This design comes from an exercise in tuning for small area and a short achievable clock period on the open sky130 flow, not from production work.
The RTL was checked by simulation tests, not by an equivalence proof against the original design.
Power is estimated from default activity; no workload was simulated.

<file path="flow/run.sh">
#!/bin/bash
# synth_recipe.tcl (not shown) runs the flow's synth.tcl, then flattens the netlist and writes it again
# the make line also repeats each setting of config.mk as NAME=value (left out here)
make -C /OpenROAD-flow-scripts/flow DESIGN_CONFIG=/design/flow/config.mk WORK_HOME=/design/flow/orfs CLKGATE_MAP_FILE= SYNTH_SCRIPT=/design/flow/synth_recipe.tcl finish
</file>
<file path="flow/config.mk">
export PLATFORM = sky130hd
export DESIGN_NAME = top
export DESIGN_NICKNAME = top
export VERILOG_FILES = /design/flow/design.v
export SDC_FILE = /design/flow/constraint.sdc
export NUM_CORES = 4
export LEC_CHECK = 0
export CAP_MARGIN = 20
export CORE_MARGIN = 2
export CORE_UTILIZATION = 40
export SLEW_MARGIN = 20
</file>
<file path="flow/constraint.sdc">
create_clock -name core_clock -period 6.0 [get_ports {clk}]
set_input_delay 1.2000 -clock core_clock [delete_from_list [all_inputs] [get_ports {clk}]]
set_output_delay 1.2000 -clock core_clock [all_outputs]
set_load 0.01 [all_outputs]
</file>
<file path="flow/design.v">
module top(clk,reset,a1,a2,a3,b1,b2,b3,c1,c2,c3,c4,c5,c6,c7,c8,c9);
 parameter data_size=8;
 input wire clk,reset;
 input wire [data_size-1:0] a1,a2,a3,b1,b2,b3;
 output wire [2*data_size:0] c1,c2,c3,c4,c5,c6,c7,c8,c9;
 wire [data_size-1:0] a12,a23,a45,a56,a78,a89,b14,b25,b36,b47,b58,b69;
 pe pe1 (.clk(clk), .reset(reset), .in_a(a1), .in_b(b1), .out_a(a12), .out_b(b14), .out_c(c1));
 pe pe2 (.clk(clk), .reset(reset), .in_a(a12), .in_b(b2), .out_a(a23), .out_b(b25), .out_c(c2));
 pe pe3 (.clk(clk), .reset(reset), .in_a(a23), .in_b(b3), .out_a(), .out_b(b36), .out_c(c3));
 pe pe4 (.clk(clk), .reset(reset), .in_a(a2), .in_b(b14), .out_a(a45), .out_b(b47), .out_c(c4));
 pe pe5 (.clk(clk), .reset(reset), .in_a(a45), .in_b(b25), .out_a(a56), .out_b(b58), .out_c(c5));
 pe pe6 (.clk(clk), .reset(reset), .in_a(a56), .in_b(b36), .out_a(), .out_b(b69), .out_c(c6));
 pe pe7 (.clk(clk), .reset(reset), .in_a(a3), .in_b(b47), .out_a(a78), .out_b(), .out_c(c7));
 pe pe8 (.clk(clk), .reset(reset), .in_a(a78), .in_b(b58), .out_a(a89), .out_b(), .out_c(c8));
 pe pe9 (.clk(clk), .reset(reset), .in_a(a89), .in_b(b69), .out_a(), .out_b(), .out_c(c9));
endmodule
module pe(clk,reset,in_a,in_b,out_a,out_b,out_c);
 parameter data_size=8;
 input wire reset,clk;
 input wire [data_size-1:0] in_a,in_b;
 output reg [2*data_size:0] out_c;
 output reg [data_size-1:0] out_a,out_b;
 always @(posedge clk)begin
    if(reset) begin
      out_a<=0;
      out_b<=0;
      out_c<=0;
    end
    else begin  
      out_c<=out_c+in_a*in_b;
      out_a<=in_a;
      out_b<=in_b;
    end
 end
endmodule
</file>
==> notes.md <==
==> area by class of cell <==
type	count	area (um^2)
tap	1050	1314
clock buffer	49	998.5
timing repair buffer	545	4559
clock inverter	13	165.2
multi-input combinational	2839	25360
sequential	249	5002
fill	7661	39990
antenna	1	2.502
inverter	498	1869
==> timing repair <==
item | 4_1_cts | 5_1_grt
pin swaps | 12 | 60
setup buffers | 2 | 7
gates resized for setup | 46 | 129
endpoints found under the setup margin | 18 | 29
==> critical path, cell delays in order <==
cell             delay, ns
clkdlybuf4s15_1       0.24
buf_4                 0.18
and2_1                0.14
fa_1                  0.49
fa_1                  0.43
fa_1                  0.49
inv_1                 0.05
fa_1                  0.48
inv_1                 0.04
ha_2                  0.25
or2_2                 0.32
o311ai_0              0.11
o21bai_1              0.13
a21oi_1               0.17
xnor2_1               0.16
ha_1                  0.30
a21oi_2               0.18
o21ai_1               0.09
a21o_1                0.19
a221oi_2              0.27
mux2_1                0.35
==> report_power, final <==
group | switching (mW) | internal (mW) | total (mW)
Clock | 0.863 | 1.29 | 2.16
Combinational | 3.27 | 3.34 | 6.60
Sequential | 0.296 | 1.94 | 2.24
Total | 4.43 | 6.57 | 11.0
==> flip-flops by register name (all words and copies together) (netlist names), 17 cells and up <==
signal,flops
pe6.out_c,17
pe8.out_c,17
pe1.out_c,17
pe9.out_c,17
pe2.out_c,17
pe3.out_c,17
pe7.out_c,17
pe5.out_c,17
pe4.out_c,17
==> through the flow <==
step                      total power [mW]  util (%)  area, um^2  setup slack [ns]
after floorplan                      5.982         -       32130          0.005447
after global placement               8.621     47.66       37770           -0.8997
after detailed placement             8.657     47.66       37770           -0.9629
after CTS                            10.96     49.20       38990         0.0007190
after global routing                 11.94     49.54       39270          -0.05866
final                                11.00     49.54       39270            0.1808
==> metal layers <==
| layer | global-route usage (%) | part of all wire (%) |
|---|---|---|
| met2 | 36.34 | 51 |
| met3 | 2.230 | 3.0 |
| met4 | 4.089 | 1.7 |
| met5 | 0 | 0.037 |
| met1 | 24.63 | 44 |
==> kinds of logic after synthesis <==
| logic type | after synthesis |
|---|---|
| buf+inv | 550 |
| fa+ha+maj | 810 |
| compound gates | 604 |
| mux | 13 |
| simple gates | 1216 |
| flops | 249 |
| xor+xnor | 196 |
==> synthesized netlist by cell type (10+ instances only) <==
library cell	n	area share [%]
mux2_1	12	0.42
a211oi_1	54	1.3
o21ai_1	35	0.55
o21ai_0	93	1.5
nand2_1	176	2.1
fa_1	333	21
a21o_1	62	1.5
a31o_1	10	0.27
nor2b_1	137	2.7
ha_1	477	19
a221oi_1	11	0.30
o32ai_1	10	0.27
inv_1	498	5.8
a31oi_1	13	0.25
or3_1	11	0.21
nand2b_1	27	0.53
nand4_1	23	0.45
o31ai_1	20	0.47
xor2_1	55	1.5
nand3_1	30	0.47
xnor2_1	141	3.8
o211ai_1	15	0.35
clkbuf_1	29	0.34
and2_1	490	9.6
a21oi_1	142	2.2
o21a_1	37	0.87
buf_2	12	0.19
buf_1	10	0.12
nor3_1	49	0.76
o21bai_1	29	0.68
dfxtp_1	249	16
nor2_1	244	2.9
==> path summary, 6_finish.rpt <==
kind / endpoint / startpoint / cells past startpoint
worst min-delay path: pe1.out_c[16] / pe1.out_c[16] / 2
worst max register to register: pe6.out_c[14] / pe5.out_a[4] / 20
worst max-delay path: pe4.out_c[15] / a2[5] / 21
worst min register to register: pe1.out_c[16] / pe1.out_c[16] / 2
==> impl_metrics.tcl <==
set metrics [dict create \
    setup_viol 0 \
    globalRouteOverflowTotal 0 \
    skew_ns 0.03172 \
    wirelength_um 80540 \
    worstMarginPinSlew_ns 0.9148 \
    synth_top_family_by_area "adder cells" \
    data_required_time_at_the_worst_endpoint_ns 6.45 \
    floorplan.initialDensity_pct 40.48 \
    dr_vias 26319 \
    num_rows 103 \
    max_cap_violations 0 \
    clockRootBuffer "clkbuf_16" \
    numPortBuffers 202 \
    period_minus_slack_ns 5.819 \
    drtIter0Drc 1070 \
    layout_worst_path_cycle_share_pct 96.99 \
    nNetsFinal 5028 \
    hold_class "flip-flop to flip-flop" \
    criticalPathCategory "input port to flip-flop" \
    postRouteAntennaNets 0 \
    crit_path_max_fanout 4 \
    chipHeight_um 287.2 \
    reg2reg_slack_ns 0.30 \
    power.static_leakage_nw 19.92 \
    cts-hold-fix-buffers 0 \
    most_common_cell_after_layout_fill_and_taps_aside "inv_1" \
    synthesis.area_um2 32080 \
    netlist_instances 3638 \
    worst_setup_path_start_kind "input port" \
    synth_async_sr_flop_share_pct 0 \
    worstSetupEndpointType "flip-flop" \
    detail_route.wl_per_cell_um 15.36 \
    ys_warn_count 1 \
    grt_max_degree 119 \
    p_per_area_nw_per_um2 280.1 \
    grt_util_all_layers_pct 19.72 \
    synth-compound-area-share_pct 12.57 \
    status "complete, no violations" \
    cts_num_sinks 249 \
    grt_antenna_before_repair 3 \
    fp.dieArea_um2 82490 \
    maxSlewHeadroom_pct 39.01 \
    globalplace.congestion 0.8980 \
    tritoncts.num_buffers 35 \
    vdd_ir_drop_max_mv 0.3538 \
    adder_and_majority_gate_portion_of_the_synthesized_area_pct 39.38 \
    area_growth_pct 22.39 \
    maximum_clock_path_buffer_count 3 \
    layout_common_cells "494 x inv_1, 486 x and2_1, 471 x ha_1, 341 x buf_4, 329 x fa_1" \
    avgSynthCellArea_um2 8.819 \
    htreeDepth 2 \
    dp.final_hpwl_um 66180 \
    cts.reportedPaths.clkPinSlew_ns 0.05 \
    worst_ep_arrival_time_ns 6.27 \
    drc_violation_count_after_routing 0 \
    drive_above_1_share_pct 12.62 \
    fmaxAchievable_ghz 0.1718 \
    ys_seq_elements 249 \
    synth.net_count 4498 \
    yosys_most_used_dff "dfxtp_1" \
    number_of_enable_type_register_cells_in_the_synthesized_netlist 0 \
    ioPinCount 203 \
    finalHoldViolations 0 \
    first_pass_iters 5 \
    routed_via_density 5.019 \
    clkLatencyLatePin_ns 0.57 \
    yosysSeqAreaShare_pct 15.54 \
    area_of_the_placeable_core_um2 79260 \
    final.hold.worst_slack_ns 0.5139 \
    dp_cells 5172 \
    first_global_vias 26888 \
    floorplan.die.width_um 287.2 \
    muxShareOfSynthArea_pct 0.4563 \
    yosys.cell_types.count 72 \
    layoutNonFillerInstCount 5244 \
    post_synth_xor_area_fraction_pct 5.351 \
    synthSimpleGateAreaFrac_pct 20.22 \
    wire_length_of_the_first_global_routing_pass_um 133500 \
    setup-tns-final_ns 0 \
    tritoncts_clock_tree "built" \
    report.final.slew_viol_count 0 \
    setup_repair_after_global_routing_missed_its_margin "yes" \
]

afterwards: timing with drivers on the ports:
How much do the figures lean on ideal ports? The routed layout below was timed once more, with nothing changed but the port constraints.
Step 1 sets driving cells, clkbuf_16 on the clock port and buf_2 on the other inputs (assumed; they add their load-dependent delay and slew).
Step 2 adds t to the input delays and takes it off the output delays; t is the mean of the earliest and latest rising clock arrival at the registers after step 1. Input paths then give back, and output paths get back, about the clock's delay inside the block.
Three values: ideal ports, drivers, drivers and shift; two values: the first two.
shift t [ns]: 0.617
setup slack, ns: 0.181 / 0.184 / -0.433
worst hold slack (ns): 0.514 / 0.514 / 0.514
pins driven straight from the clock port: 1
Met with ideal ports but missed after step 2: setup timing in this run. The setup slack of this run moves by +0.003 ns with the drivers and by -0.614 ns with both steps.
